From an optimization exercise on the open Yosys and OpenROAD flow, aimed at small area and a short achievable clock period; shortcuts taken in it are not production practice.
The RTL was checked by simulation tests, not by an equivalence proof against the original design.

### flow/flow/run.sh
#!/bin/bash
set -uo pipefail
export BUFFER_PORTS_ARGS="-buffer_cell sky130_fd_sc_hd__buf_1"
bash standard.sh > flow_standard.log 2>&1
### flow/standard.sh
#!/bin/bash
# synth_recipe.tcl (not shown) runs the flow's synth.tcl, then flattens the netlist and writes it again
# the make line also repeats each setting of config.mk as NAME=value (left out here)
make -C /OpenROAD-flow-scripts/flow DESIGN_CONFIG=/design/flow/config.mk WORK_HOME=/design/flow/orfs CLKGATE_MAP_FILE= SYNTH_SCRIPT=/design/flow/synth_recipe.tcl "${@:-finish}"
### flow/config.mk
export PLATFORM = sky130hd
export DESIGN_NAME = Matrix_Multiplication
export DESIGN_NICKNAME = Matrix_Multiplication
export VERILOG_FILES = /design/flow/design.v
export SDC_FILE = /design/flow/constraint.sdc
export NUM_CORES = 4
export LEC_CHECK = 0
export CAP_MARGIN = 20
export CORE_MARGIN = 2
export CORE_UTILIZATION = 40
export SETUP_SLACK_MARGIN = 2.0
export SLEW_MARGIN = 20
export SYNTH_HIERARCHICAL = 1
export SYNTH_MINIMUM_KEEP_SIZE = 0
### flow/constraint.sdc
create_clock -name core_clock -period 6.5 [get_ports {clk}]
set_input_delay 1.3000 -clock core_clock [delete_from_list [all_inputs] [get_ports {clk}]]
set_output_delay 1.3000 -clock core_clock [all_outputs]
set_load 0.01 [all_outputs]
### flow/design.v
module Systolic_array (
    input clk, reset,
    input [7:0] in_na, in_nb,
    output reg [16:0] out_c
);
  wire pp1;
  assign pp1 = ~(in_na[0] | in_nb[0]);
  wire pp2;
  assign pp2 = ~(in_na[0] | in_nb[1]);
  wire pp3;
  assign pp3 = ~(in_na[0] | in_nb[2]);
  wire pp4;
  assign pp4 = ~(in_na[0] | in_nb[3]);
  wire pp5;
  assign pp5 = ~(in_na[0] | in_nb[4]);
  wire pp6;
  assign pp6 = ~(in_na[0] | in_nb[5]);
  wire pp7;
  assign pp7 = ~(in_na[0] | in_nb[6]);
  wire pp8;
  assign pp8 = ~(in_na[0] | in_nb[7]);
  wire pp9;
  assign pp9 = ~(in_na[1] | in_nb[0]);
  wire pp10;
  assign pp10 = ~(in_na[1] | in_nb[1]);
  wire pp11;
  assign pp11 = ~(in_na[1] | in_nb[2]);
  wire pp12;
  assign pp12 = ~(in_na[1] | in_nb[3]);
  wire pp13;
  assign pp13 = ~(in_na[1] | in_nb[4]);
  wire pp14;
  assign pp14 = ~(in_na[1] | in_nb[5]);
  wire pp15;
  assign pp15 = ~(in_na[1] | in_nb[6]);
  wire pp16;
  assign pp16 = ~(in_na[1] | in_nb[7]);
  wire pp17;
  assign pp17 = ~(in_na[2] | in_nb[0]);
  wire pp18;
  assign pp18 = ~(in_na[2] | in_nb[1]);
  wire pp19;
  assign pp19 = ~(in_na[2] | in_nb[2]);
  wire pp20;
  assign pp20 = ~(in_na[2] | in_nb[3]);
  wire pp21;
  assign pp21 = ~(in_na[2] | in_nb[4]);
  wire pp22;
  assign pp22 = ~(in_na[2] | in_nb[5]);
  wire pp23;
  assign pp23 = ~(in_na[2] | in_nb[6]);
  wire pp24;
  assign pp24 = ~(in_na[2] | in_nb[7]);
  wire pp25;
  assign pp25 = ~(in_na[3] | in_nb[0]);
  wire pp26;
  assign pp26 = ~(in_na[3] | in_nb[1]);
  wire pp27;
  assign pp27 = ~(in_na[3] | in_nb[2]);
  wire pp28;
  assign pp28 = ~(in_na[3] | in_nb[3]);
  wire pp29;
  assign pp29 = ~(in_na[3] | in_nb[4]);
  wire pp30;
  assign pp30 = ~(in_na[3] | in_nb[5]);
  wire pp31;
  assign pp31 = ~(in_na[3] | in_nb[6]);
  wire pp32;
  assign pp32 = ~(in_na[3] | in_nb[7]);
  wire pp33;
  assign pp33 = ~(in_na[4] | in_nb[0]);
  wire pp34;
  assign pp34 = ~(in_na[4] | in_nb[1]);
  wire pp35;
  assign pp35 = ~(in_na[4] | in_nb[2]);
  wire pp36;
  assign pp36 = ~(in_na[4] | in_nb[3]);
  wire pp37;
  assign pp37 = ~(in_na[4] | in_nb[4]);
  wire pp38;
  assign pp38 = ~(in_na[4] | in_nb[5]);
  wire pp39;
  assign pp39 = ~(in_na[4] | in_nb[6]);
  wire pp40;
  assign pp40 = ~(in_na[4] | in_nb[7]);
  wire pp41;
  assign pp41 = ~(in_na[5] | in_nb[0]);
  wire pp42;
  assign pp42 = ~(in_na[5] | in_nb[1]);
  wire pp43;
  assign pp43 = ~(in_na[5] | in_nb[2]);
  wire pp44;
  assign pp44 = ~(in_na[5] | in_nb[3]);
  wire pp45;
  assign pp45 = ~(in_na[5] | in_nb[4]);
  wire pp46;
  assign pp46 = ~(in_na[5] | in_nb[5]);
  wire pp47;
  assign pp47 = ~(in_na[5] | in_nb[6]);
  wire pp48;
  assign pp48 = ~(in_na[5] | in_nb[7]);
  wire pp49;
  assign pp49 = ~(in_na[6] | in_nb[0]);
  wire pp50;
  assign pp50 = ~(in_na[6] | in_nb[1]);
  wire pp51;
  assign pp51 = ~(in_na[6] | in_nb[2]);
  wire pp52;
  assign pp52 = ~(in_na[6] | in_nb[3]);
  wire pp53;
  assign pp53 = ~(in_na[6] | in_nb[4]);
  wire pp54;
  assign pp54 = ~(in_na[6] | in_nb[5]);
  wire pp55;
  assign pp55 = ~(in_na[6] | in_nb[6]);
  wire pp56;
  assign pp56 = ~(in_na[6] | in_nb[7]);
  wire pp57;
  assign pp57 = ~(in_na[7] | in_nb[0]);
  wire pp58;
  assign pp58 = ~(in_na[7] | in_nb[1]);
  wire pp59;
  assign pp59 = ~(in_na[7] | in_nb[2]);
  wire pp60;
  assign pp60 = ~(in_na[7] | in_nb[3]);
  wire pp61;
  assign pp61 = ~(in_na[7] | in_nb[4]);
  wire pp62;
  assign pp62 = ~(in_na[7] | in_nb[5]);
  wire pp63;
  assign pp63 = ~(in_na[7] | in_nb[6]);
  wire pp64;
  assign pp64 = ~(in_na[7] | in_nb[7]);
  wire s65;
  wire k66;
  mm_ha u66 (.a(out_c[5]), .b(pp6), .s(s65), .co(k66));
  wire s67;
  wire k68;
  mm_fa u68 (.a(out_c[6]), .b(pp7), .c(pp14), .s(s67), .co(k68));
  wire s69;
  wire k70;
  mm_ha u70 (.a(pp21), .b(pp28), .s(s69), .co(k70));
  wire s71;
  wire k72;
  mm_fa u72 (.a(out_c[7]), .b(pp8), .c(pp15), .s(s71), .co(k72));
  wire s73;
  wire k74;
  mm_fa u74 (.a(pp22), .b(pp29), .c(pp36), .s(s73), .co(k74));
  wire s75;
  wire k76;
  mm_ha u76 (.a(pp43), .b(pp50), .s(s75), .co(k76));
  wire s77;
  wire k78;
  mm_fa u78 (.a(out_c[8]), .b(pp16), .c(pp23), .s(s77), .co(k78));
  wire s79;
  wire k80;
  mm_fa u80 (.a(pp30), .b(pp37), .c(pp44), .s(s79), .co(k80));
  wire s81;
  wire k82;
  mm_ha u82 (.a(pp51), .b(pp58), .s(s81), .co(k82));
  wire s83;
  wire k84;
  mm_fa u84 (.a(out_c[9]), .b(pp24), .c(pp31), .s(s83), .co(k84));
  wire s85;
  wire k86;
  mm_fa u86 (.a(pp38), .b(pp45), .c(pp52), .s(s85), .co(k86));
  wire s87;
  wire k88;
  mm_fa u88 (.a(out_c[10]), .b(pp32), .c(pp39), .s(s87), .co(k88));
  wire s89;
  wire k90;
  mm_ha u90 (.a(out_c[3]), .b(pp4), .s(s89), .co(k90));
  wire s91;
  wire k92;
  mm_fa u92 (.a(out_c[4]), .b(pp5), .c(pp12), .s(s91), .co(k92));
  wire s93;
  wire k94;
  mm_ha u94 (.a(pp19), .b(pp26), .s(s93), .co(k94));
  wire s95;
  wire k96;
  mm_fa u96 (.a(pp13), .b(pp20), .c(pp27), .s(s95), .co(k96));
  wire s97;
  wire k98;
  mm_fa u98 (.a(pp34), .b(pp41), .c(s65), .s(s97), .co(k98));
  wire s99;
  wire k100;
  mm_fa u100 (.a(pp35), .b(pp42), .c(pp49), .s(s99), .co(k100));
  wire s101;
  wire k102;
  mm_fa u102 (.a(k66), .b(s69), .c(s67), .s(s101), .co(k102));
  wire s103;
  wire k104;
  mm_fa u104 (.a(pp57), .b(k70), .c(s75), .s(s103), .co(k104));
  wire s105;
  wire k106;
  mm_fa u106 (.a(k68), .b(s71), .c(s73), .s(s105), .co(k106));
  wire s107;
  wire k108;
  mm_fa u108 (.a(k76), .b(s81), .c(k72), .s(s107), .co(k108));
  wire s109;
  wire k110;
  mm_fa u110 (.a(k74), .b(s77), .c(s79), .s(s109), .co(k110));
  wire s111;
  wire k112;
  mm_fa u112 (.a(pp59), .b(k82), .c(k78), .s(s111), .co(k112));
  wire s113;
  wire k114;
  mm_fa u114 (.a(k80), .b(s83), .c(s85), .s(s113), .co(k114));
  wire s115;
  wire k116;
  mm_fa u116 (.a(pp46), .b(pp53), .c(pp60), .s(s115), .co(k116));
  wire s117;
  wire k118;
  mm_fa u118 (.a(k84), .b(k86), .c(s87), .s(s117), .co(k118));
  wire s119;
  wire k120;
  mm_fa u120 (.a(out_c[11]), .b(pp40), .c(pp47), .s(s119), .co(k120));
  wire s121;
  wire k122;
  mm_fa u122 (.a(pp54), .b(pp61), .c(k88), .s(s121), .co(k122));
  wire s123;
  wire k124;
  mm_fa u124 (.a(out_c[12]), .b(pp48), .c(pp55), .s(s123), .co(k124));
  wire s125;
  wire k126;
  mm_ha u126 (.a(out_c[2]), .b(pp3), .s(s125), .co(k126));
  wire s127;
  wire k128;
  mm_fa u128 (.a(pp11), .b(pp18), .c(pp25), .s(s127), .co(k128));
  wire s129;
  wire k130;
  mm_fa u130 (.a(pp33), .b(k90), .c(s93), .s(s129), .co(k130));
  wire s131;
  wire k132;
  mm_fa u132 (.a(k94), .b(k92), .c(s95), .s(s131), .co(k132));
  wire s133;
  wire k134;
  mm_fa u134 (.a(k96), .b(s99), .c(k98), .s(s133), .co(k134));
  wire s135;
  wire k136;
  mm_fa u136 (.a(k100), .b(s103), .c(k102), .s(s135), .co(k136));
  wire s137;
  wire k138;
  mm_fa u138 (.a(k104), .b(s107), .c(k106), .s(s137), .co(k138));
  wire s139;
  wire k140;
  mm_fa u140 (.a(k108), .b(s111), .c(k110), .s(s139), .co(k140));
  wire s141;
  wire k142;
  mm_fa u142 (.a(s115), .b(k112), .c(k114), .s(s141), .co(k142));
  wire s143;
  wire k144;
  mm_fa u144 (.a(k116), .b(s119), .c(s121), .s(s143), .co(k144));
  wire s145;
  wire k146;
  mm_fa u146 (.a(pp62), .b(k120), .c(s123), .s(s145), .co(k146));
  wire s147;
  wire k148;
  mm_fa u148 (.a(out_c[13]), .b(pp56), .c(pp63), .s(s147), .co(k148));
  wire s149;
  wire k150;
  mm_ha u150 (.a(out_c[1]), .b(pp2), .s(s149), .co(k150));
  wire s151;
  wire k152;
  mm_fa u152 (.a(pp10), .b(pp17), .c(s125), .s(s151), .co(k152));
  wire s153;
  wire k154;
  mm_fa u154 (.a(k126), .b(s89), .c(s127), .s(s153), .co(k154));
  wire s155;
  wire k156;
  mm_fa u156 (.a(k128), .b(s91), .c(s129), .s(s155), .co(k156));
  wire s157;
  wire k158;
  mm_fa u158 (.a(k130), .b(s97), .c(s131), .s(s157), .co(k158));
  wire s159;
  wire k160;
  mm_fa u160 (.a(k132), .b(s101), .c(s133), .s(s159), .co(k160));
  wire s161;
  wire k162;
  mm_fa u162 (.a(s105), .b(k134), .c(s135), .s(s161), .co(k162));
  wire s163;
  wire k164;
  mm_fa u164 (.a(s109), .b(k136), .c(s137), .s(s163), .co(k164));
  wire s165;
  wire k166;
  mm_fa u166 (.a(s113), .b(k138), .c(s139), .s(s165), .co(k166));
  wire s167;
  wire k168;
  mm_fa u168 (.a(s117), .b(k140), .c(s141), .s(s167), .co(k168));
  wire s169;
  wire k170;
  mm_fa u170 (.a(k118), .b(k142), .c(s143), .s(s169), .co(k170));
  wire s171;
  wire k172;
  mm_fa u172 (.a(k122), .b(s145), .c(k144), .s(s171), .co(k172));
  wire s173;
  wire k174;
  mm_fa u174 (.a(k124), .b(s147), .c(k146), .s(s173), .co(k174));
  wire s175;
  wire k176;
  mm_fa u176 (.a(out_c[14]), .b(pp64), .c(k148), .s(s175), .co(k176));
  wire s177;
  wire k178;
  mm_ha u178 (.a(out_c[0]), .b(pp1), .s(s177), .co(k178));
  wire s179;
  wire k180;
  mm_fa u180 (.a(pp9), .b(k178), .c(s149), .s(s179), .co(k180));
  wire s181;
  wire k182;
  mm_fa u182 (.a(k150), .b(k180), .c(s151), .s(s181), .co(k182));
  wire [13:0] cx = {out_c[16], out_c[15], s175, s173, s171, s169, s167, s165, s163, s161, s159, s157, s155, s153};
  wire [13:0] cy = {1'b0, k176, k174, k172, k170, k168, k166, k164, k162, k160, k158, k156, k154, k152};
  wire s183;
  wire k184;
  mm_ha u184 (.a(s153), .b(k152), .s(s183), .co(k184));
  wire s185;
  wire k186;
  mm_ha u186 (.a(s155), .b(k154), .s(s185), .co(k186));
  wire s187;
  wire k188;
  mm_ha u188 (.a(s157), .b(k156), .s(s187), .co(k188));
  wire s189;
  wire k190;
  mm_ha u190 (.a(s159), .b(k158), .s(s189), .co(k190));
  wire s191;
  wire k192;
  mm_ha u192 (.a(s161), .b(k160), .s(s191), .co(k192));
  wire s193;
  wire k194;
  mm_ha u194 (.a(s163), .b(k162), .s(s193), .co(k194));
  wire s195;
  wire k196;
  mm_ha u196 (.a(s165), .b(k164), .s(s195), .co(k196));
  wire s197;
  wire k198;
  mm_ha u198 (.a(s167), .b(k166), .s(s197), .co(k198));
  wire s199;
  wire k200;
  mm_ha u200 (.a(s169), .b(k168), .s(s199), .co(k200));
  wire s201;
  wire k202;
  mm_ha u202 (.a(s171), .b(k170), .s(s201), .co(k202));
  wire s203;
  wire k204;
  mm_ha u204 (.a(s173), .b(k172), .s(s203), .co(k204));
  wire s205;
  wire k206;
  mm_ha u206 (.a(s175), .b(k174), .s(s205), .co(k206));
  wire s207;
  wire k208;
  mm_ha u208 (.a(out_c[15]), .b(k176), .s(s207), .co(k208));
  wire g209;
  assign g209 = k184 | (s183 & k182);
  wire g210;
  assign g210 = k186 | (s185 & g209);
  wire p211;
  assign p211 = s185 & s183;
  wire g212;
  assign g212 = k188 | (s187 & k186);
  wire p213;
  assign p213 = s187 & s185;
  wire g214;
  assign g214 = k190 | (s189 & k188);
  wire p215;
  assign p215 = s189 & s187;
  wire g216;
  assign g216 = k192 | (s191 & k190);
  wire p217;
  assign p217 = s191 & s189;
  wire g218;
  assign g218 = k194 | (s193 & k192);
  wire p219;
  assign p219 = s193 & s191;
  wire g220;
  assign g220 = k196 | (s195 & k194);
  wire p221;
  assign p221 = s195 & s193;
  wire g222;
  assign g222 = k198 | (s197 & k196);
  wire p223;
  assign p223 = s197 & s195;
  wire g224;
  assign g224 = k200 | (s199 & k198);
  wire p225;
  assign p225 = s199 & s197;
  wire g226;
  assign g226 = k202 | (s201 & k200);
  wire p227;
  assign p227 = s201 & s199;
  wire g228;
  assign g228 = k204 | (s203 & k202);
  wire p229;
  assign p229 = s203 & s201;
  wire g230;
  assign g230 = k206 | (s205 & k204);
  wire p231;
  assign p231 = s205 & s203;
  wire g232;
  assign g232 = k208 | (s207 & k206);
  wire p233;
  assign p233 = s207 & s205;
  wire g234;
  assign g234 = 1'b0 | (out_c[16] & k208);
  wire p235;
  assign p235 = out_c[16] & s207;
  wire g236;
  assign g236 = g212 | (p213 & g209);
  wire p237;
  assign p237 = p213 & s183;
  wire g238;
  assign g238 = g214 | (p215 & g210);
  wire p239;
  assign p239 = p215 & p211;
  wire g240;
  assign g240 = g216 | (p217 & g212);
  wire p241;
  assign p241 = p217 & p213;
  wire g242;
  assign g242 = g218 | (p219 & g214);
  wire p243;
  assign p243 = p219 & p215;
  wire g244;
  assign g244 = g220 | (p221 & g216);
  wire p245;
  assign p245 = p221 & p217;
  wire g246;
  assign g246 = g222 | (p223 & g218);
  wire p247;
  assign p247 = p223 & p219;
  wire g248;
  assign g248 = g224 | (p225 & g220);
  wire p249;
  assign p249 = p225 & p221;
  wire g250;
  assign g250 = g226 | (p227 & g222);
  wire p251;
  assign p251 = p227 & p223;
  wire g252;
  assign g252 = g228 | (p229 & g224);
  wire p253;
  assign p253 = p229 & p225;
  wire g254;
  assign g254 = g230 | (p231 & g226);
  wire p255;
  assign p255 = p231 & p227;
  wire g256;
  assign g256 = g232 | (p233 & g228);
  wire p257;
  assign p257 = p233 & p229;
  wire g258;
  assign g258 = g234 | (p235 & g230);
  wire p259;
  assign p259 = p235 & p231;
  wire g260;
  assign g260 = g240 | (p241 & g209);
  wire p261;
  assign p261 = p241 & s183;
  wire g262;
  assign g262 = g242 | (p243 & g210);
  wire p263;
  assign p263 = p243 & p211;
  wire g264;
  assign g264 = g244 | (p245 & g236);
  wire p265;
  assign p265 = p245 & p237;
  wire g266;
  assign g266 = g246 | (p247 & g238);
  wire p267;
  assign p267 = p247 & p239;
  wire g268;
  assign g268 = g248 | (p249 & g240);
  wire p269;
  assign p269 = p249 & p241;
  wire g270;
  assign g270 = g250 | (p251 & g242);
  wire p271;
  assign p271 = p251 & p243;
  wire g272;
  assign g272 = g252 | (p253 & g244);
  wire p273;
  assign p273 = p253 & p245;
  wire g274;
  assign g274 = g254 | (p255 & g246);
  wire p275;
  assign p275 = p255 & p247;
  wire g276;
  assign g276 = g256 | (p257 & g248);
  wire p277;
  assign p277 = p257 & p249;
  wire g278;
  assign g278 = g258 | (p259 & g250);
  wire p279;
  assign p279 = p259 & p251;
  wire g280;
  assign g280 = g268 | (p269 & g209);
  wire p281;
  assign p281 = p269 & s183;
  wire g282;
  assign g282 = g270 | (p271 & g210);
  wire p283;
  assign p283 = p271 & p211;
  wire g284;
  assign g284 = g272 | (p273 & g236);
  wire p285;
  assign p285 = p273 & p237;
  wire g286;
  assign g286 = g274 | (p275 & g238);
  wire p287;
  assign p287 = p275 & p239;
  wire g288;
  assign g288 = g276 | (p277 & g260);
  wire p289;
  assign p289 = p277 & p261;
  wire g290;
  assign g290 = g278 | (p279 & g262);
  wire p291;
  assign p291 = p279 & p263;
  wire [16:0] sum = {(out_c[16] ^ g288), (s207 ^ g286), (s205 ^ g284), (s203 ^ g282), (s201 ^ g280), (s199 ^ g266), (s197 ^ g264), (s195 ^ g262), (s193 ^ g260), (s191 ^ g238), (s189 ^ g236), (s187 ^ g210), (s185 ^ g209), (s183 ^ k182), s181, s179, s177};
  always @(posedge clk or posedge reset) begin
    if (reset)
      out_c <= 17'b0;
    else
      out_c <= sum;
  end
endmodule
module Systolic_array_int (
    input clk, reset,
    input [7:0] in_na, in_nb,
    output reg [16:0] out_c
);
  wire pp1;
  assign pp1 = ~(in_na[0] | in_nb[0]);
  wire pp2;
  assign pp2 = ~(in_na[0] | in_nb[1]);
  wire pp3;
  assign pp3 = ~(in_na[0] | in_nb[2]);
  wire pp4;
  assign pp4 = ~(in_na[0] | in_nb[3]);
  wire pp5;
  assign pp5 = ~(in_na[0] | in_nb[4]);
  wire pp6;
  assign pp6 = ~(in_na[0] | in_nb[5]);
  wire pp7;
  assign pp7 = ~(in_na[0] | in_nb[6]);
  wire pp8;
  assign pp8 = ~(in_na[0] | in_nb[7]);
  wire pp9;
  assign pp9 = ~(in_na[1] | in_nb[0]);
  wire pp10;
  assign pp10 = ~(in_na[1] | in_nb[1]);
  wire pp11;
  assign pp11 = ~(in_na[1] | in_nb[2]);
  wire pp12;
  assign pp12 = ~(in_na[1] | in_nb[3]);
  wire pp13;
  assign pp13 = ~(in_na[1] | in_nb[4]);
  wire pp14;
  assign pp14 = ~(in_na[1] | in_nb[5]);
  wire pp15;
  assign pp15 = ~(in_na[1] | in_nb[6]);
  wire pp16;
  assign pp16 = ~(in_na[1] | in_nb[7]);
  wire pp17;
  assign pp17 = ~(in_na[2] | in_nb[0]);
  wire pp18;
  assign pp18 = ~(in_na[2] | in_nb[1]);
  wire pp19;
  assign pp19 = ~(in_na[2] | in_nb[2]);
  wire pp20;
  assign pp20 = ~(in_na[2] | in_nb[3]);
  wire pp21;
  assign pp21 = ~(in_na[2] | in_nb[4]);
  wire pp22;
  assign pp22 = ~(in_na[2] | in_nb[5]);
  wire pp23;
  assign pp23 = ~(in_na[2] | in_nb[6]);
  wire pp24;
  assign pp24 = ~(in_na[2] | in_nb[7]);
  wire pp25;
  assign pp25 = ~(in_na[3] | in_nb[0]);
  wire pp26;
  assign pp26 = ~(in_na[3] | in_nb[1]);
  wire pp27;
  assign pp27 = ~(in_na[3] | in_nb[2]);
  wire pp28;
  assign pp28 = ~(in_na[3] | in_nb[3]);
  wire pp29;
  assign pp29 = ~(in_na[3] | in_nb[4]);
  wire pp30;
  assign pp30 = ~(in_na[3] | in_nb[5]);
  wire pp31;
  assign pp31 = ~(in_na[3] | in_nb[6]);
  wire pp32;
  assign pp32 = ~(in_na[3] | in_nb[7]);
  wire pp33;
  assign pp33 = ~(in_na[4] | in_nb[0]);
  wire pp34;
  assign pp34 = ~(in_na[4] | in_nb[1]);
  wire pp35;
  assign pp35 = ~(in_na[4] | in_nb[2]);
  wire pp36;
  assign pp36 = ~(in_na[4] | in_nb[3]);
  wire pp37;
  assign pp37 = ~(in_na[4] | in_nb[4]);
  wire pp38;
  assign pp38 = ~(in_na[4] | in_nb[5]);
  wire pp39;
  assign pp39 = ~(in_na[4] | in_nb[6]);
  wire pp40;
  assign pp40 = ~(in_na[4] | in_nb[7]);
  wire pp41;
  assign pp41 = ~(in_na[5] | in_nb[0]);
  wire pp42;
  assign pp42 = ~(in_na[5] | in_nb[1]);
  wire pp43;
  assign pp43 = ~(in_na[5] | in_nb[2]);
  wire pp44;
  assign pp44 = ~(in_na[5] | in_nb[3]);
  wire pp45;
  assign pp45 = ~(in_na[5] | in_nb[4]);
  wire pp46;
  assign pp46 = ~(in_na[5] | in_nb[5]);
  wire pp47;
  assign pp47 = ~(in_na[5] | in_nb[6]);
  wire pp48;
  assign pp48 = ~(in_na[5] | in_nb[7]);
  wire pp49;
  assign pp49 = ~(in_na[6] | in_nb[0]);
  wire pp50;
  assign pp50 = ~(in_na[6] | in_nb[1]);
  wire pp51;
  assign pp51 = ~(in_na[6] | in_nb[2]);
  wire pp52;
  assign pp52 = ~(in_na[6] | in_nb[3]);
  wire pp53;
  assign pp53 = ~(in_na[6] | in_nb[4]);
  wire pp54;
  assign pp54 = ~(in_na[6] | in_nb[5]);
  wire pp55;
  assign pp55 = ~(in_na[6] | in_nb[6]);
  wire pp56;
  assign pp56 = ~(in_na[6] | in_nb[7]);
  wire pp57;
  assign pp57 = ~(in_na[7] | in_nb[0]);
  wire pp58;
  assign pp58 = ~(in_na[7] | in_nb[1]);
  wire pp59;
  assign pp59 = ~(in_na[7] | in_nb[2]);
  wire pp60;
  assign pp60 = ~(in_na[7] | in_nb[3]);
  wire pp61;
  assign pp61 = ~(in_na[7] | in_nb[4]);
  wire pp62;
  assign pp62 = ~(in_na[7] | in_nb[5]);
  wire pp63;
  assign pp63 = ~(in_na[7] | in_nb[6]);
  wire pp64;
  assign pp64 = ~(in_na[7] | in_nb[7]);
  wire s65;
  wire k66;
  mm_ha u66 (.a(out_c[5]), .b(pp6), .s(s65), .co(k66));
  wire s67;
  wire k68;
  mm_fa u68 (.a(out_c[6]), .b(pp7), .c(pp14), .s(s67), .co(k68));
  wire s69;
  wire k70;
  mm_ha u70 (.a(pp21), .b(pp28), .s(s69), .co(k70));
  wire s71;
  wire k72;
  mm_fa u72 (.a(out_c[7]), .b(pp8), .c(pp15), .s(s71), .co(k72));
  wire s73;
  wire k74;
  mm_fa u74 (.a(pp22), .b(pp29), .c(pp36), .s(s73), .co(k74));
  wire s75;
  wire k76;
  mm_ha u76 (.a(pp43), .b(pp50), .s(s75), .co(k76));
  wire s77;
  wire k78;
  mm_fa u78 (.a(out_c[8]), .b(pp16), .c(pp23), .s(s77), .co(k78));
  wire s79;
  wire k80;
  mm_fa u80 (.a(pp30), .b(pp37), .c(pp44), .s(s79), .co(k80));
  wire s81;
  wire k82;
  mm_ha u82 (.a(pp51), .b(pp58), .s(s81), .co(k82));
  wire s83;
  wire k84;
  mm_fa u84 (.a(out_c[9]), .b(pp24), .c(pp31), .s(s83), .co(k84));
  wire s85;
  wire k86;
  mm_fa u86 (.a(pp38), .b(pp45), .c(pp52), .s(s85), .co(k86));
  wire s87;
  wire k88;
  mm_fa u88 (.a(out_c[10]), .b(pp32), .c(pp39), .s(s87), .co(k88));
  wire s89;
  wire k90;
  mm_ha u90 (.a(out_c[3]), .b(pp4), .s(s89), .co(k90));
  wire s91;
  wire k92;
  mm_fa u92 (.a(out_c[4]), .b(pp5), .c(pp12), .s(s91), .co(k92));
  wire s93;
  wire k94;
  mm_ha u94 (.a(pp19), .b(pp26), .s(s93), .co(k94));
  wire s95;
  wire k96;
  mm_fa u96 (.a(pp13), .b(pp20), .c(pp27), .s(s95), .co(k96));
  wire s97;
  wire k98;
  mm_fa u98 (.a(pp34), .b(pp41), .c(s65), .s(s97), .co(k98));
  wire s99;
  wire k100;
  mm_fa u100 (.a(pp35), .b(pp42), .c(pp49), .s(s99), .co(k100));
  wire s101;
  wire k102;
  mm_fa u102 (.a(k66), .b(s69), .c(s67), .s(s101), .co(k102));
  wire s103;
  wire k104;
  mm_fa u104 (.a(pp57), .b(k70), .c(s75), .s(s103), .co(k104));
  wire s105;
  wire k106;
  mm_fa u106 (.a(k68), .b(s71), .c(s73), .s(s105), .co(k106));
  wire s107;
  wire k108;
  mm_fa u108 (.a(k76), .b(s81), .c(k72), .s(s107), .co(k108));
  wire s109;
  wire k110;
  mm_fa u110 (.a(k74), .b(s77), .c(s79), .s(s109), .co(k110));
  wire s111;
  wire k112;
  mm_fa u112 (.a(pp59), .b(k82), .c(k78), .s(s111), .co(k112));
  wire s113;
  wire k114;
  mm_fa u114 (.a(k80), .b(s83), .c(s85), .s(s113), .co(k114));
  wire s115;
  wire k116;
  mm_fa u116 (.a(pp46), .b(pp53), .c(pp60), .s(s115), .co(k116));
  wire s117;
  wire k118;
  mm_fa u118 (.a(k84), .b(k86), .c(s87), .s(s117), .co(k118));
  wire s119;
  wire k120;
  mm_fa u120 (.a(out_c[11]), .b(pp40), .c(pp47), .s(s119), .co(k120));
  wire s121;
  wire k122;
  mm_fa u122 (.a(pp54), .b(pp61), .c(k88), .s(s121), .co(k122));
  wire s123;
  wire k124;
  mm_fa u124 (.a(out_c[12]), .b(pp48), .c(pp55), .s(s123), .co(k124));
  wire s125;
  wire k126;
  mm_ha u126 (.a(out_c[2]), .b(pp3), .s(s125), .co(k126));
  wire s127;
  wire k128;
  mm_fa u128 (.a(pp11), .b(pp18), .c(pp25), .s(s127), .co(k128));
  wire s129;
  wire k130;
  mm_fa u130 (.a(pp33), .b(k90), .c(s93), .s(s129), .co(k130));
  wire s131;
  wire k132;
  mm_fa u132 (.a(k94), .b(k92), .c(s95), .s(s131), .co(k132));
  wire s133;
  wire k134;
  mm_fa u134 (.a(k96), .b(s99), .c(k98), .s(s133), .co(k134));
  wire s135;
  wire k136;
  mm_fa u136 (.a(k100), .b(s103), .c(k102), .s(s135), .co(k136));
  wire s137;
  wire k138;
  mm_fa u138 (.a(k104), .b(s107), .c(k106), .s(s137), .co(k138));
  wire s139;
  wire k140;
  mm_fa u140 (.a(k108), .b(s111), .c(k110), .s(s139), .co(k140));
  wire s141;
  wire k142;
  mm_fa u142 (.a(s115), .b(k112), .c(k114), .s(s141), .co(k142));
  wire s143;
  wire k144;
  mm_fa u144 (.a(k116), .b(s119), .c(s121), .s(s143), .co(k144));
  wire s145;
  wire k146;
  mm_fa u146 (.a(pp62), .b(k120), .c(s123), .s(s145), .co(k146));
  wire s147;
  wire k148;
  mm_fa u148 (.a(out_c[13]), .b(pp56), .c(pp63), .s(s147), .co(k148));
  wire s149;
  wire k150;
  mm_ha u150 (.a(out_c[1]), .b(pp2), .s(s149), .co(k150));
  wire s151;
  wire k152;
  mm_fa u152 (.a(pp10), .b(pp17), .c(s125), .s(s151), .co(k152));
  wire s153;
  wire k154;
  mm_fa u154 (.a(k126), .b(s89), .c(s127), .s(s153), .co(k154));
  wire s155;
  wire k156;
  mm_fa u156 (.a(k128), .b(s91), .c(s129), .s(s155), .co(k156));
  wire s157;
  wire k158;
  mm_fa u158 (.a(k130), .b(s97), .c(s131), .s(s157), .co(k158));
  wire s159;
  wire k160;
  mm_fa u160 (.a(k132), .b(s101), .c(s133), .s(s159), .co(k160));
  wire s161;
  wire k162;
  mm_fa u162 (.a(s105), .b(k134), .c(s135), .s(s161), .co(k162));
  wire s163;
  wire k164;
  mm_fa u164 (.a(s109), .b(k136), .c(s137), .s(s163), .co(k164));
  wire s165;
  wire k166;
  mm_fa u166 (.a(s113), .b(k138), .c(s139), .s(s165), .co(k166));
  wire s167;
  wire k168;
  mm_fa u168 (.a(s117), .b(k140), .c(s141), .s(s167), .co(k168));
  wire s169;
  wire k170;
  mm_fa u170 (.a(k118), .b(k142), .c(s143), .s(s169), .co(k170));
  wire s171;
  wire k172;
  mm_fa u172 (.a(k122), .b(s145), .c(k144), .s(s171), .co(k172));
  wire s173;
  wire k174;
  mm_fa u174 (.a(k124), .b(s147), .c(k146), .s(s173), .co(k174));
  wire s175;
  wire k176;
  mm_fa u176 (.a(out_c[14]), .b(pp64), .c(k148), .s(s175), .co(k176));
  wire s177;
  wire k178;
  mm_ha u178 (.a(out_c[0]), .b(pp1), .s(s177), .co(k178));
  wire s179;
  wire k180;
  mm_fa u180 (.a(pp9), .b(k178), .c(s149), .s(s179), .co(k180));
  wire s181;
  wire k182;
  mm_fa u182 (.a(k150), .b(k180), .c(s151), .s(s181), .co(k182));
  wire s183;
  wire k184;
  mm_fa u184 (.a(k152), .b(s153), .c(k182), .s(s183), .co(k184));
  wire s185;
  wire k186;
  mm_fa u186 (.a(k154), .b(s155), .c(k184), .s(s185), .co(k186));
  wire [11:0] cx = {out_c[16], out_c[15], s175, s173, s171, s169, s167, s165, s163, s161, s159, s157};
  wire [11:0] cy = {1'b0, k176, k174, k172, k170, k168, k166, k164, k162, k160, k158, k156};
  wire s187;
  wire k188;
  mm_ha u188 (.a(s157), .b(k156), .s(s187), .co(k188));
  wire s189;
  wire k190;
  mm_ha u190 (.a(s159), .b(k158), .s(s189), .co(k190));
  wire s191;
  wire k192;
  mm_ha u192 (.a(s161), .b(k160), .s(s191), .co(k192));
  wire s193;
  wire k194;
  mm_ha u194 (.a(s163), .b(k162), .s(s193), .co(k194));
  wire s195;
  wire k196;
  mm_ha u196 (.a(s165), .b(k164), .s(s195), .co(k196));
  wire s197;
  wire k198;
  mm_ha u198 (.a(s167), .b(k166), .s(s197), .co(k198));
  wire s199;
  wire k200;
  mm_ha u200 (.a(s169), .b(k168), .s(s199), .co(k200));
  wire s201;
  wire k202;
  mm_ha u202 (.a(s171), .b(k170), .s(s201), .co(k202));
  wire s203;
  wire k204;
  mm_ha u204 (.a(s173), .b(k172), .s(s203), .co(k204));
  wire s205;
  wire k206;
  mm_ha u206 (.a(s175), .b(k174), .s(s205), .co(k206));
  wire s207;
  wire k208;
  mm_ha u208 (.a(out_c[15]), .b(k176), .s(s207), .co(k208));
  wire g209;
  assign g209 = k188 | (s187 & k186);
  wire g210;
  assign g210 = k190 | (s189 & g209);
  wire p211;
  assign p211 = s189 & s187;
  wire g212;
  assign g212 = k194 | (s193 & k192);
  wire p213;
  assign p213 = s193 & s191;
  wire g214;
  assign g214 = k198 | (s197 & k196);
  wire p215;
  assign p215 = s197 & s195;
  wire g216;
  assign g216 = k202 | (s201 & k200);
  wire p217;
  assign p217 = s201 & s199;
  wire g218;
  assign g218 = k206 | (s205 & k204);
  wire p219;
  assign p219 = s205 & s203;
  wire g220;
  assign g220 = 1'b0 | (out_c[16] & k208);
  wire p221;
  assign p221 = out_c[16] & s207;
  wire g222;
  assign g222 = k192 | (s191 & g210);
  wire p223;
  assign p223 = s191 & p211;
  wire g224;
  assign g224 = g212 | (p213 & g210);
  wire p225;
  assign p225 = p213 & p211;
  wire g226;
  assign g226 = k200 | (s199 & g214);
  wire p227;
  assign p227 = s199 & p215;
  wire g228;
  assign g228 = g216 | (p217 & g214);
  wire p229;
  assign p229 = p217 & p215;
  wire g230;
  assign g230 = k208 | (s207 & g218);
  wire p231;
  assign p231 = s207 & p219;
  wire g232;
  assign g232 = g220 | (p221 & g218);
  wire p233;
  assign p233 = p221 & p219;
  wire g234;
  assign g234 = k196 | (s195 & g224);
  wire p235;
  assign p235 = s195 & p225;
  wire g236;
  assign g236 = g214 | (p215 & g224);
  wire p237;
  assign p237 = p215 & p225;
  wire g238;
  assign g238 = g226 | (p227 & g224);
  wire p239;
  assign p239 = p227 & p225;
  wire g240;
  assign g240 = g228 | (p229 & g224);
  wire p241;
  assign p241 = p229 & p225;
  wire g242;
  assign g242 = k204 | (s203 & g240);
  wire p243;
  assign p243 = s203 & p241;
  wire g244;
  assign g244 = g218 | (p219 & g240);
  wire p245;
  assign p245 = p219 & p241;
  wire g246;
  assign g246 = g230 | (p231 & g240);
  wire p247;
  assign p247 = p231 & p241;
  wire g248;
  assign g248 = g232 | (p233 & g240);
  wire p249;
  assign p249 = p233 & p241;
  wire [16:0] sum = {(out_c[16] ^ g246), (s207 ^ g244), (s205 ^ g242), (s203 ^ g240), (s201 ^ g238), (s199 ^ g236), (s197 ^ g234), (s195 ^ g224), (s193 ^ g222), (s191 ^ g210), (s189 ^ g209), (s187 ^ k186), s185, s183, s181, s179, s177};
  always @(posedge clk or posedge reset) begin
    if (reset)
      out_c <= 17'b0;
    else
      out_c <= sum;
  end
endmodule
module mm_fa (input a, b, c, output s, co);
  assign s = a ^ b ^ c;
  assign co = (a & b) | (c & (a ^ b));
endmodule
module mm_ha (input a, b, output s, co);
  assign s = a ^ b;
  assign co = a & b;
endmodule
module Matrix_Multiplication (
  input clk, reset,
  input [7:0] a1, a2, a3, a4, b1, b2, b3, b4,
  output [16:0] c1, c2, c3, c4, c5, c6, c7, c8, c9, c10, c11, c12, c13, c14, c15, c16
);
  reg [7:0] ad1_0, ad1_1, ad1_2, ad1_3, ad2_0, ad2_1, ad2_2, ad2_3, ad3_0, ad3_1, ad3_2, ad3_3;
  reg [7:0] bd1_0, bd1_1, bd1_2, bd1_3, bd2_0, bd2_1, bd2_2, bd2_3, bd3_0, bd3_1, bd3_2, bd3_3;
  wire [7:0] ad0_0 = ~a1, ad0_1 = ~a2, ad0_2 = ~a3, ad0_3 = ~a4;
  wire [7:0] bd0_0 = ~b1, bd0_1 = ~b2, bd0_2 = ~b3, bd0_3 = ~b4;
  always @(posedge clk or posedge reset) begin
    if (reset) begin
      ad1_0 <= 8'b11111111;
      ad1_1 <= 8'b11111111;
      ad1_2 <= 8'b11111111;
      ad1_3 <= 8'b11111111;
      ad2_0 <= 8'b11111111;
      ad2_1 <= 8'b11111111;
      ad2_2 <= 8'b11111111;
      ad2_3 <= 8'b11111111;
      ad3_0 <= 8'b11111111;
      ad3_1 <= 8'b11111111;
      ad3_2 <= 8'b11111111;
      ad3_3 <= 8'b11111111;
      bd1_0 <= 8'b11111111;
      bd1_1 <= 8'b11111111;
      bd1_2 <= 8'b11111111;
      bd1_3 <= 8'b11111111;
      bd2_0 <= 8'b11111111;
      bd2_1 <= 8'b11111111;
      bd2_2 <= 8'b11111111;
      bd2_3 <= 8'b11111111;
      bd3_0 <= 8'b11111111;
      bd3_1 <= 8'b11111111;
      bd3_2 <= 8'b11111111;
      bd3_3 <= 8'b11111111;
    end else begin
      ad1_0 <= ad0_0;
      ad1_1 <= ad0_1;
      ad1_2 <= ad0_2;
      ad1_3 <= ad0_3;
      ad2_0 <= ad1_0;
      ad2_1 <= ad1_1;
      ad2_2 <= ad1_2;
      ad2_3 <= ad1_3;
      ad3_0 <= ad2_0;
      ad3_1 <= ad2_1;
      ad3_2 <= ad2_2;
      ad3_3 <= ad2_3;
      bd1_0 <= bd0_0;
      bd1_1 <= bd0_1;
      bd1_2 <= bd0_2;
      bd1_3 <= bd0_3;
      bd2_0 <= bd1_0;
      bd2_1 <= bd1_1;
      bd2_2 <= bd1_2;
      bd2_3 <= bd1_3;
      bd3_0 <= bd2_0;
      bd3_1 <= bd2_1;
      bd3_2 <= bd2_2;
      bd3_3 <= bd2_3;
    end
  end
  Systolic_array B1 (.clk(clk), .reset(reset), .in_na(ad0_0), .in_nb(bd0_0), .out_c(c1));
  Systolic_array B2 (.clk(clk), .reset(reset), .in_na(ad0_1), .in_nb(bd1_0), .out_c(c2));
  Systolic_array B3 (.clk(clk), .reset(reset), .in_na(ad0_2), .in_nb(bd2_0), .out_c(c3));
  Systolic_array B4 (.clk(clk), .reset(reset), .in_na(ad0_3), .in_nb(bd3_0), .out_c(c4));
  Systolic_array B5 (.clk(clk), .reset(reset), .in_na(ad1_0), .in_nb(bd0_1), .out_c(c5));
  Systolic_array_int B6 (.clk(clk), .reset(reset), .in_na(ad1_1), .in_nb(bd1_1), .out_c(c6));
  Systolic_array_int B7 (.clk(clk), .reset(reset), .in_na(ad1_2), .in_nb(bd2_1), .out_c(c7));
  Systolic_array_int B8 (.clk(clk), .reset(reset), .in_na(ad1_3), .in_nb(bd3_1), .out_c(c8));
  Systolic_array B9 (.clk(clk), .reset(reset), .in_na(ad2_0), .in_nb(bd0_2), .out_c(c9));
  Systolic_array_int B10 (.clk(clk), .reset(reset), .in_na(ad2_1), .in_nb(bd1_2), .out_c(c10));
  Systolic_array_int B11 (.clk(clk), .reset(reset), .in_na(ad2_2), .in_nb(bd2_2), .out_c(c11));
  Systolic_array_int B12 (.clk(clk), .reset(reset), .in_na(ad2_3), .in_nb(bd3_2), .out_c(c12));
  Systolic_array B13 (.clk(clk), .reset(reset), .in_na(ad3_0), .in_nb(bd0_3), .out_c(c13));
  Systolic_array_int B14 (.clk(clk), .reset(reset), .in_na(ad3_1), .in_nb(bd1_3), .out_c(c14));
  Systolic_array_int B15 (.clk(clk), .reset(reset), .in_na(ad3_2), .in_nb(bd2_3), .out_c(c15));
  Systolic_array_int B16 (.clk(clk), .reset(reset), .in_na(ad3_3), .in_nb(bd3_3), .out_c(c16));
endmodule
==> results of run 1 <==
-- state kept, by name, indices dropped and copies added, names as in the netlist, 17 cells and up --
register / flops
B2.out_c: 17
B7.out_c: 17
B1.out_c: 17
B3.out_c: 17
B12.out_c: 17
B11.out_c: 17
B4.out_c: 17
B9.out_c: 17
B15.out_c: 17
B16.out_c: 17
B10.out_c: 17
B8.out_c: 17
B6.out_c: 17
B13.out_c: 17
B14.out_c: 17
B5.out_c: 17
-- synth_stat cells, types with 49 or more instances --
master,count
dfstp_2,192
ha_1,393
xnor2_1,82
nor2_1,1099
nand2_1,105
a21oi_1,83
fa_1,818
xor2_1,49
dfrtp_1,272
clkbuf_1,256
inv_1,81
-- stage by stage --
stage / cells / utilization [%] / hold slack, ps / instance area [µm²]
5_1_grt: 5474 / 45.57 / 419.5 / 48650
6_report: 5474 / 45.57 / 399.5 / 48650
3_3_place_gp: 5239 / 42.30 / 435.0 / 45160
2_1_floorplan: 3772 / - / 353.3 / 43390
4_1_cts: 5410 / 44.82 / 440.9 / 47850
3_5_place_dp: 5239 / 42.30 / 433.1 / 45160
-- area by class of cell --
| type | count | area share [%] |
|---|---|---|
| multi-input combinational | 2950 | 62.09 |
| timing repair buffer | 460 | 4.673 |
| sequential | 464 | 24.38 |
| inverter | 81 | 0.6404 |
| tap | 1403 | 3.609 |
| clock buffer | 76 | 3.555 |
| clock inverter | 40 | 1.055 |
-- critical path, stage by stage (launching register included) --
cell and delay (ps):
dfstp_2 630, nor2_1 70, ha_1 310, fa_1 500
fa_2 420, fa_2 390, fa_2 370, ha_2 170
or2_4 230, ha_4 160, o211ai_1 160, nand2_1 140
a41o_1 280, nand2_1 80, nand2_1 60, ha_2 180
nor2_2 90, xnor2_1 130
-- layer usage --
layer  vias to the layer above  track usage [%]  routed length (µm)
met5                         -                0                  74
met4                        12            9.560                5586
met3                       229            5.659                8502
met2                       841            35.79               55800
met1                     15004            28.54               48140
li1                      12522                -                   -
-- modules after synthesis (local to each module, per instance) --
module | cells | cell area [µm²]
Systolic_array | 164 | 1171
mm_fa | 1 | 20.02
Matrix_Multiplication | 257 | 5289
Systolic_array_int | 135 | 987.2
mm_ha | 1 | 12.51
-- cells by family after synthesis --
family                   synth area share (%)
AO/OA/AOI/OAI                           4.763
XOR/XNOR                                2.673
adder cells (fa/ha/maj)                 49.60
buffers and inverters                   3.192
flip-flops                              27.61
AND/OR/NAND/NOR                         12.16
-- what timing repair did --
| action | in CTS | in global routing |
|---|---|---|
| pin swaps | 14 | 60 |
| hold buffers | 0 | 0 |
| setup endpoints to repair | 29 | 44 |
| gates resized for setup | 7 | 77 |
| setup buffers | 55 | 64 |
-- layout by cell type (no fill, tap or decap), types with 10 or more instances in the layout --
master | Yosys | layout
a31oi_1 | 21 | 21
dfrtp_1 | 272 | 272
o31ai_1 | 14 | 14
bufinv_16 | 0 | 10
o21ai_0 | 30 | 23
or2_2 | 25 | 22
xor2_1 | 49 | 49
a21o_1 | 37 | 37
ha_4 | 0 | 18
o21ai_1 | 7 | 14
buf_1 | 0 | 335
ha_1 | 393 | 367
xnor2_1 | 82 | 81
nor2_1 | 1099 | 1083
nor2b_1 | 14 | 14
nor2_2 | 0 | 15
fa_1 | 818 | 782
clkinv_2 | 0 | 10
nand3_1 | 37 | 37
and3_1 | 14 | 14
dfstp_2 | 192 | 190
buf_6 | 0 | 10
buf_4 | 0 | 109
a21oi_1 | 83 | 76
nand2_1 | 105 | 105
clkbuf_16 | 0 | 66
fa_2 | 0 | 36
inv_1 | 81 | 75
o211ai_1 | 23 | 23
-- path summary, 6_finish.rpt --
path                                                end  slack [ps]  depth (start not counted)
worst max-delay path            B11.out_c[14]$_DFF_PP0_        2060                         17
worst min-delay path                 ad2_1[1]$_DFF_PP1_         400                          0
worst max register to register  B11.out_c[14]$_DFF_PP0_        2060                         17
worst min register to register       ad2_1[1]$_DFF_PP1_         400                          0
max in group asynchronous            bd1_1[4]$_DFF_PP1_        4360                          4
min in group asynchronous         B4.out_c[1]$_DFF_PP0_        1130                          3
==> results.yml, run 1 <==
sta:
  clock_skew_ps: 27.98
  slew_viol_final: 0
  setup_violations: 0
  fin_tns_setup_ps: 0
  fin_crit_ps: 4442
  rsz0062_at_grt: "yes"
  slew_headroom_pct: 42.22
  setup_ws_ps: 2058
  fmax_mhz: 225.1
  tightest_slew_ps: 866.6
  hold_viol_final: 0
  fin_crit_sh_pct: 68.34
yosys:
  synth-edff-count: 0
  ys_warn_count: 9
  synth-seq-cells: 464
  synth_area_per_cell_um2: 11.38
  syn_area_um2: 42930
  synth_top_area_share_pct: 38.15
  yosysTopAreaCell: "fa_1"
  synth_fp_nets: 5049
  synthTopCellsByArea: "fa_1 38%, dfrtp_1 16%, dfstp_2 12%, ha_1 11%, nor2_1 9.6%"
  synth_ff_type: "dfrtp_1"
  seq_area_frac_synth_pct: 27.61
  synth_cells: 3772
  synthDistinctLibCells: 36
  async_reset_ff_share_pct: 100.0
job:
  maxCapViolations: 0
grt:
  overflow: 0
  grt_pass1_wl_mm: 187.1
  grt_max_degree: 71
  grt_use_total_pct: 22.25
  grt_pass1_vias: 31490
  antenna_found_initial: 8
cells_and_area:
  syn_to_final_growth_pct: 13.33
  num-fill-cells: 9822
  layout.nets: 5295
  regArea_um2: 11860
  drive_gt1_share_pct: 14.20
  antenna_cells: 0
  multi_input_area_um2: 30210
worst_setup_path:
  cp_max_fo: 4
  arrival_ps: 5020
  path_class: "register to register"
  cp_data_required_time_ps: 7080
  start_kind: "register"
  worstSetupEndpointType: "register"
  r2r-start: "bd2_2[2]$_DFF_PP1_"
  crit_start: "bd2_2[2]$_DFF_PP1_"
clock_tree:
  clk_pin_slew_ps: 70
  cts_tree: "yes"
  clockRootBuffer: "clkbuf_16"
  insertion_delay_ps: 680
  ctsLongestPathBuffers: 3
  clock_sinks: 464
  htreeDepth: 2
  cts_buffers: 61
routing:
  ant_nets: 0
  drc: 0
  wl_mm: 118.1
  dr_total_vias: 28608
  first_iter_violations: 1537
  wl_per_cell_um: 21.58
  via_per_inst: 5.226
  dr.pass1.iters: 6
die:
  std_cell_rows: 120
  dieArea_um2: 110000
  num_io_pins: 338
  die_h_um: 331.6
  initial_core_util_pct: 40.21
  coreArea_um2: 106800
  die_x_um: 331.6
placed_design:
  gp_congestion: 0.8875
  dp_hpwl_mm: 94.13
  port_buffers: 337
  pre_cts_ws_ps: 1424
min_path:
  holdCritStartpoint: "ad1_1[1]$_DFF_PP1_"
  hold_class: "register to register"
run_status:
  status: "no timing/DRC/antenna violations"
==> inputs of run 2 (changes only) <==
==> flow/flow/run.sh (replaced) <==
#!/bin/bash
set -uo pipefail
export BUFFER_PORTS_ARGS="-buffer_cell sky130_fd_sc_hd__buf_1"
export CTS_ARGS="-sink_clustering_enable -repair_clock_nets -sink_clustering_size 24 -sink_clustering_max_diameter 150"
export RECOVER_POWER=100
bash standard.sh > flow_standard.log 2>&1
==> results.yml, run 2 <==
worst_setup_path:
  critical-path-top-delay-family: "adder cells"
  crit_path_top_delay_cell: "dfstp_1"
  cp.depth: 15
  path_cells: "nor2_1 > ha_1 > fa_1 > fa_1 > fa_1 > fa_1 > ha_1 > or2_2 > ha_1 > o211ai_1 > nand2_1 > a41o_1 > clkbuf_1 > a221oi_1 > xnor2_1"
  reg2reg_depth: 15
  worst_r2r_endpoint: "B11.out_c[16]$_DFF_PP0_"
  path_class: "register to register"
  start_kind: "register"
  arrival_ps: 5420
  critPathMaxStageDelay_ps: 730
  crit_buf_inv: 1
  r2r-start: "bd2_2[2]$_DFF_PP1_"
  crit_start: "bd2_2[2]$_DFF_PP1_"
  worstSetupEndpoint: "B11.out_c[16]$_DFF_PP0_"
  cpMostUsedCell: "fa_1"
  reg2reg_slack_ps: 1570
  worstSetupEndpointType: "register"
  cp_max_fo: 4
  cp_data_required_time_ps: 6990
routing:
  first_iter_violations: 1619
  wl_per_cell_um: 21.66
  ant_nets: 0
  dr_total_vias: 28317
  dr.pass1.iters: 5
  drc: 0
  wl_mm: 117.0
  via_per_inst: 5.243
die:
  die_h_um: 331.6
  coreArea_um2: 106800
  dieArea_um2: 110000
  num_io_pins: 338
  initial_core_util_pct: 40.21
  std_cell_rows: 120
  die_x_um: 331.6
clock_tree:
  cts_tree: "yes"
  htreeDepth: 1
  clock_sinks: 464
  ctsLongestPathBuffers: 3
  ctsHoldBuffers: 0
  insertion_delay_ps: 610
  clk_pin_slew_ps: 110
  cts_buffers: 23
  clockRootBuffer: "clkbuf_16"
grt:
  antenna_found_initial: 10
  grtUsageMet1_pct: 28.90
  use_met2_pct: 36.17
  grt_use_total_pct: 21.90
  grt_pass1_vias: 31052
  grt_pass1_wl_mm: 185.7
  overflow: 0
  gr-usage-met3_pct: 4.426
  grt_max_degree: 71
  top_usage_layer: "met2"
yosys:
  seq_area_frac_synth_pct: 27.61
  synth_cells: 3772
  yosysMostFrequentCell: "nor2_1"
  ys_warn_count: 9
  synth_ff_type: "dfrtp_1"
  synth-edff-count: 0
  synthDistinctLibCells: 36
  synth_common_cells: "1099 x nor2_1, 818 x fa_1, 393 x ha_1"
  synth_fp_nets: 5049
  synthTopCellsByArea: "fa_1 38%, dfrtp_1 16%, dfstp_2 12%, ha_1 11%, nor2_1 9.6%"
  synth_area_per_cell_um2: 11.38
  async_reset_ff_share_pct: 100.0
  synth_top_area_share_pct: 38.15
  synth-seq-cells: 464
  syn_area_um2: 42930
  yosysTopAreaCell: "fa_1"
cells_and_area:
  drive_gt1_share_pct: 7.059
  final_common_cell: "nor2_1"
  mostFrequentLayoutCells: "1088 x nor2_1, 804 x fa_1, 378 x ha_1"
  layout.nets: 5256
  multi_input_area_um2: 29760
  final_cells: 5401
  regArea_um2: 11850
  syn_to_final_growth_pct: 8.543
  num-fill-cells: 10030
sta:
  tightest_slew_ps: 2569
  fmax_mhz: 202.8
  slew_headroom_pct: -71.28
  clock_skew_ps: 21.23
  fin_tns_setup_ps: 0
  setup_violations: 0
  fin_crit_ps: 4932
  whs_ps: 445.5
  fin_crit_sh_pct: 75.88
  hold_viol_final: 0
  slew_viol_final: 199
  rsz0062_at_grt: "yes"
  setup_ws_ps: 1568
placed_design:
  port_buffers: 337
  gp_congestion: 0.8875
  dp_hpwl_mm: 94.13
  pre_cts_ws_ps: 1424
  dp_cells: 5239
job:
  maxCapViolations: 4
run_status:
  so.violations: "max-capacitance violations, max-slew violations"
  status: "complete, but fails checks"
min_path:
  hold_class: "register to register"
run 2: cell counts after synthesis:
No cell type changed its count.
run 2: per-layer routing:
| metal | vias to the layer above | part of all wire, % |
|---|---|---|
| li1 | 12396 | - |
| met1 | 15006 | 41 |
| met2 | 741 | 49 |
| met3 | 164 | 6.7 |
| met4 | 10 | 3.6 |
| met5 | - | 0.047 |
run 2: logic make-up after synthesis:
family                   share of synthesized area, %
AO/OA/AOI/OAI                                   4.763
XOR/XNOR                                        2.673
adder cells (fa/ha/maj)                         49.60
buffers and inverters                           3.192
flip-flops                                      27.61
AND/OR/NAND/NOR                                 12.16
run 2: layout make-up:
type,instances,area share (%)
clock buffers,39,1.407
repair buffers,459,4.804
inverters,81,0.6579
well taps,1403,3.768
multi-input cells,2950,63.88
diodes,3,0.01611
flip-flops and latches,464,25.44
clock inverters,2,0.03222
run 2: modules after synthesis (local to each module, per instance):
module                 copies in the design  area [µm²]  cells inside
mm_fa                                   818       20.02             1
Systolic_array_int                        9       987.2           135
Systolic_array                            7        1171           164
Matrix_Multiplication                     1        5289           257
mm_ha                                   334       12.51             1
run 2: metrics by stage:
step                      utilization [%]  instance area, µm²
after floorplan                         -               43390
after global placement              42.30               45160
after detailed placement            42.30               45160
after CTS                           43.35               46280
after global routing                43.64               46590
final                               43.65               46590
run 2: worst min path at each step:
stage / startpoint / endpoint / slack [ps] / cells past startpoint
2_1_floorplan: ad1_0[0]$_DFF_PP1_ / ad2_0[0]$_DFF_PP1_ / 350 / 0
3_3_place_gp: ad1_0[6]$_DFF_PP1_ / ad2_0[6]$_DFF_PP1_ / 430 / 0
3_5_place_dp: ad1_0[5]$_DFF_PP1_ / ad2_0[5]$_DFF_PP1_ / 430 / 0
4_1_cts: bd2_1[0]$_DFF_PP1_ / bd3_1[0]$_DFF_PP1_ / 440 / 0
5_1_grt: ad1_1[1]$_DFF_PP1_ / ad2_1[1]$_DFF_PP1_ / 480 / 0
6_report: ad1_1[1]$_DFF_PP1_ / ad2_1[1]$_DFF_PP1_ / 450 / 0
run 2: worst register-to-register path, delay by kind of cell (launching register included):
kind | cells | cell delay, ps
xor+xnor | 1 | 120
buf+inv | 1 | 150
fa+ha+maj | 7 | 2570
simple gates | 3 | 500
flops | 1 | 730
compound gates | 3 | 750
run 2: timing repair:
action,in CTS,in global routing
setup endpoints to repair,32,52
resized for setup,6,87
pin swaps,14,82
setup buffers,56,62
==> inputs of run 3 (changes only) <==
==> flow/flow/run.sh (replaced) <==
#!/bin/bash
set -uo pipefail
export BUFFER_PORTS_ARGS="-buffer_cell sky130_fd_sc_hd__buf_1"
export CTS_ARGS="-sink_clustering_enable -repair_clock_nets -sink_clustering_size 24 -sink_clustering_max_diameter 150"
bash standard.sh > flow_standard.log 2>&1
==> results.yml, run 3 <==
grt:
  overflow: 0
  antenna_found_initial: 10
  grt_pass1_vias: 31052
  grt_max_degree: 71
  grt_use_total_pct: 21.90
  grt_pass1_wl_mm: 185.7
cells_and_area:
  final_common_cell: "nor2_1"
  fin_area_um2: 47110
  mostFrequentLayoutCells: "1083 x nor2_1, 782 x fa_1, 364 x ha_1"
  drive_gt1_share_pct: 12.44
  syn_to_final_growth_pct: 9.750
  final_cells: 5402
  post-route-util_pct: 44.13
  layout.nets: 5256
die:
  dieArea_um2: 110000
  std_cell_rows: 120
  num_io_pins: 338
  die_x_um: 331.6
  initial_core_util_pct: 40.21
  coreArea_um2: 106800
  die_h_um: 331.6
sta:
  clock_skew_ps: 22.49
  tightest_slew_ps: 868.0
  fmax_mhz: 222.4
  whs_ps: 399.5
  setup_ws_ps: 2004
  slew_headroom_pct: 42.14
  fin_crit_sh_pct: 69.17
  rsz0062_at_grt: "yes"
  setup_violations: 0
  fin_crit_ps: 4496
  fin_tns_setup_ps: 0
  hold_viol_final: 0
  slew_viol_final: 0
routing:
  dr.max_layer_used: "met5"
  met3_length_mm: 8.103
  drc: 0
  wl_per_cell_um: 21.64
  drt-met1-wl_mm: 47.80
  dr.pass1.iters: 5
  via_per_inst: 5.248
  ant_nets: 0
  dr_total_vias: 28352
  wl_met2_mm: 56.81
  wl_mm: 116.9
  first_iter_violations: 1576
placed_design:
  dp_hpwl_mm: 94.13
  port_buffers: 337
  dp_cells: 5239
  pre_cts_ws_ps: 1424
  placedInstanceArea_um2: 45160
  gp_congestion: 0.8875
clock_tree:
  insertion_delay_ps: 610
  ctsLongestPathBuffers: 3
  clock_sinks: 464
  cts_buffers: 23
  clk_pin_slew_ps: 110
  cts_tree: "yes"
  htreeDepth: 1
  clockRootBuffer: "clkbuf_16"
yosys:
  synth-edff-count: 0
  synthTopCellsByArea: "fa_1 38%, dfrtp_1 16%, dfstp_2 12%, ha_1 11%, nor2_1 9.6%"
  ys_warn_count: 9
  async_reset_ff_share_pct: 100.0
  synth_fp_nets: 5049
  synth_cells: 3772
  syn_area_um2: 42930
  synth_common_cells: "1099 x nor2_1, 818 x fa_1, 393 x ha_1"
  synth_ff_type: "dfrtp_1"
  seq_area_frac_synth_pct: 27.61
  yosysTopAreaCell: "fa_1"
  synth_area_per_cell_um2: 11.38
  synth_top_area_share_pct: 38.15
  synthDistinctLibCells: 36
  yosysMostFrequentCell: "nor2_1"
  synth-seq-cells: 464
min_path:
  holdCritStartpoint: "ad1_1[1]$_DFF_PP1_"
  hold_class: "register to register"
worst_setup_path:
  cp_data_required_time_ps: 7030
  arrival_ps: 5020
  worstSetupEndpointType: "register"
  path_cells: "nor2_1 > ha_1 > fa_1 > fa_2 > fa_2 > fa_2 > ha_2 > or2_4 > ha_4 > o211ai_1 > nand2_1 > a41o_1 > nand2_1 > nand2_1 > ha_2 > nor2_2 > xnor2_1"
  crit_path_top_delay_cell: "dfstp_2"
  critPathMaxStageDelay_ps: 660
  start_kind: "register"
  cp_max_fo: 4
  path_class: "register to register"
  r2r-start: "bd2_2[2]$_DFF_PP1_"
  crit_start: "bd2_2[2]$_DFF_PP1_"
job:
  maxCapViolations: 0
run_status:
  status: "no timing/DRC/antenna violations"
==> run 3: cell counts after synthesis <==
No cell type changed its count.
==> run 3: final cells by class <==
type | count | area (µm²)
clock buffer | 39 | 655.6
clock inverter | 2 | 15.01
tap | 1403 | 1755
inverter | 81 | 311.5
antenna | 4 | 10.01
fill | 9949 | 59640
sequential | 464 | 11860
timing repair buffer | 459 | 2290
multi-input combinational | 2950 | 30220
==> run 3: kinds of logic after synthesis <==
group / count (synthesis) / share of synthesized area (%)
adders and majority gates: 1211 / 49.60
xor gates and xnor gates: 131 / 2.673
and+or+nand+nor: 1322 / 12.16
DFF: 464 / 27.61
buffers and inverters: 358 / 3.192
AOI/OAI and AO/OA: 286 / 4.763
==> run 3: routing by layer <==
| layer | vias to the layer above | global-route usage (%) |
|---|---|---|
| li1 | 12406 | - |
| met1 | 15004 | 28.90 |
| met2 | 775 | 36.17 |
| met3 | 157 | 4.426 |
| met4 | 10 | 7.316 |
| met5 | - | 0 |
==> run 3: worst paths after layout <==
check / to / slack (ps) / cells past startpoint
worst max-delay path: B11.out_c[14]$_DFF_PP0_ / 2000 / 17
worst min-delay path: ad2_1[1]$_DFF_PP1_ / 400 / 0
worst max register to register: B11.out_c[14]$_DFF_PP0_ / 2000 / 17
worst min register to register: ad2_1[1]$_DFF_PP1_ / 400 / 0
max in group asynchronous: bd2_2[6]$_DFF_PP1_ / 4300 / 4
min in group asynchronous: B4.out_c[6]$_DFF_PP0_ / 1140 / 3
==> run 3: critical path: cells and delay by family, from the launching register on <==
family,cells,cell delay [ps]
fa+ha+maj,8,2530
simple gates,6,670
flops,1,660
compound gates,2,440
xor+xnor,1,130
==> run 3: modules after synthesis (local to each module, per instance) <==
module | times used | area [µm²] | cells inside | flops+latches
Systolic_array_int | 9 | 987.2 | 135 | 17
Matrix_Multiplication | 1 | 5289 | 257 | 192
Systolic_array | 7 | 1171 | 164 | 17
mm_fa | 818 | 20.02 | 1 | 0
mm_ha | 334 | 12.51 | 1 | 0
==> run 3: timing repair <==
item | CTS | global route
hold buffers | 0 | 0
pin swaps | 14 | 82
setup endpoints to repair | 32 | 52
buffers inserted | 56 | 62
resized for setup | 6 | 87
cloned | 0 | 0

==> port drivers added, routing unchanged <==
How much do the figures lean on ideal ports? The routed layouts below were timed once more, with nothing changed but the port constraints. Step 1: set_driving_cell puts a clkbuf_16 on clk and a buf_2 on each other input, an assumption about the parent block. Step 2 moves the port delays by t, midway between the first and last clock arrival at a register: inputs arrive t later, outputs are due t later. That takes back most of the time a late clock gives input paths. a / b / c = ideal ports / drivers / drivers and shift; a / b = the first two.
| run | t (ns) | slack for setup (ns) | hold WS [ns] | clock arrival spread, ns | cell pins on the clock port's net |
|---|---|---|---|---|---|
| run 1 | 0.743 | 2.058 / 2.058 / 1.452 | 0.400 / 0.400 / 0.400 | 0.030 / 0.030 | 1 |
| run 2 | 0.673 | 1.568 / 1.568 / 1.124 | 0.446 / 0.446 / 0.446 | 0.024 / 0.024 | 1 |
| run 3 | 0.671 | 2.004 / 2.004 / 1.488 | 0.400 / 0.400 / 0.400 | 0.028 / 0.028 | 1 |
The setup slack of run 1, which loses most, moves by 0.000 ns with the drivers and by -0.606 ns with both steps.
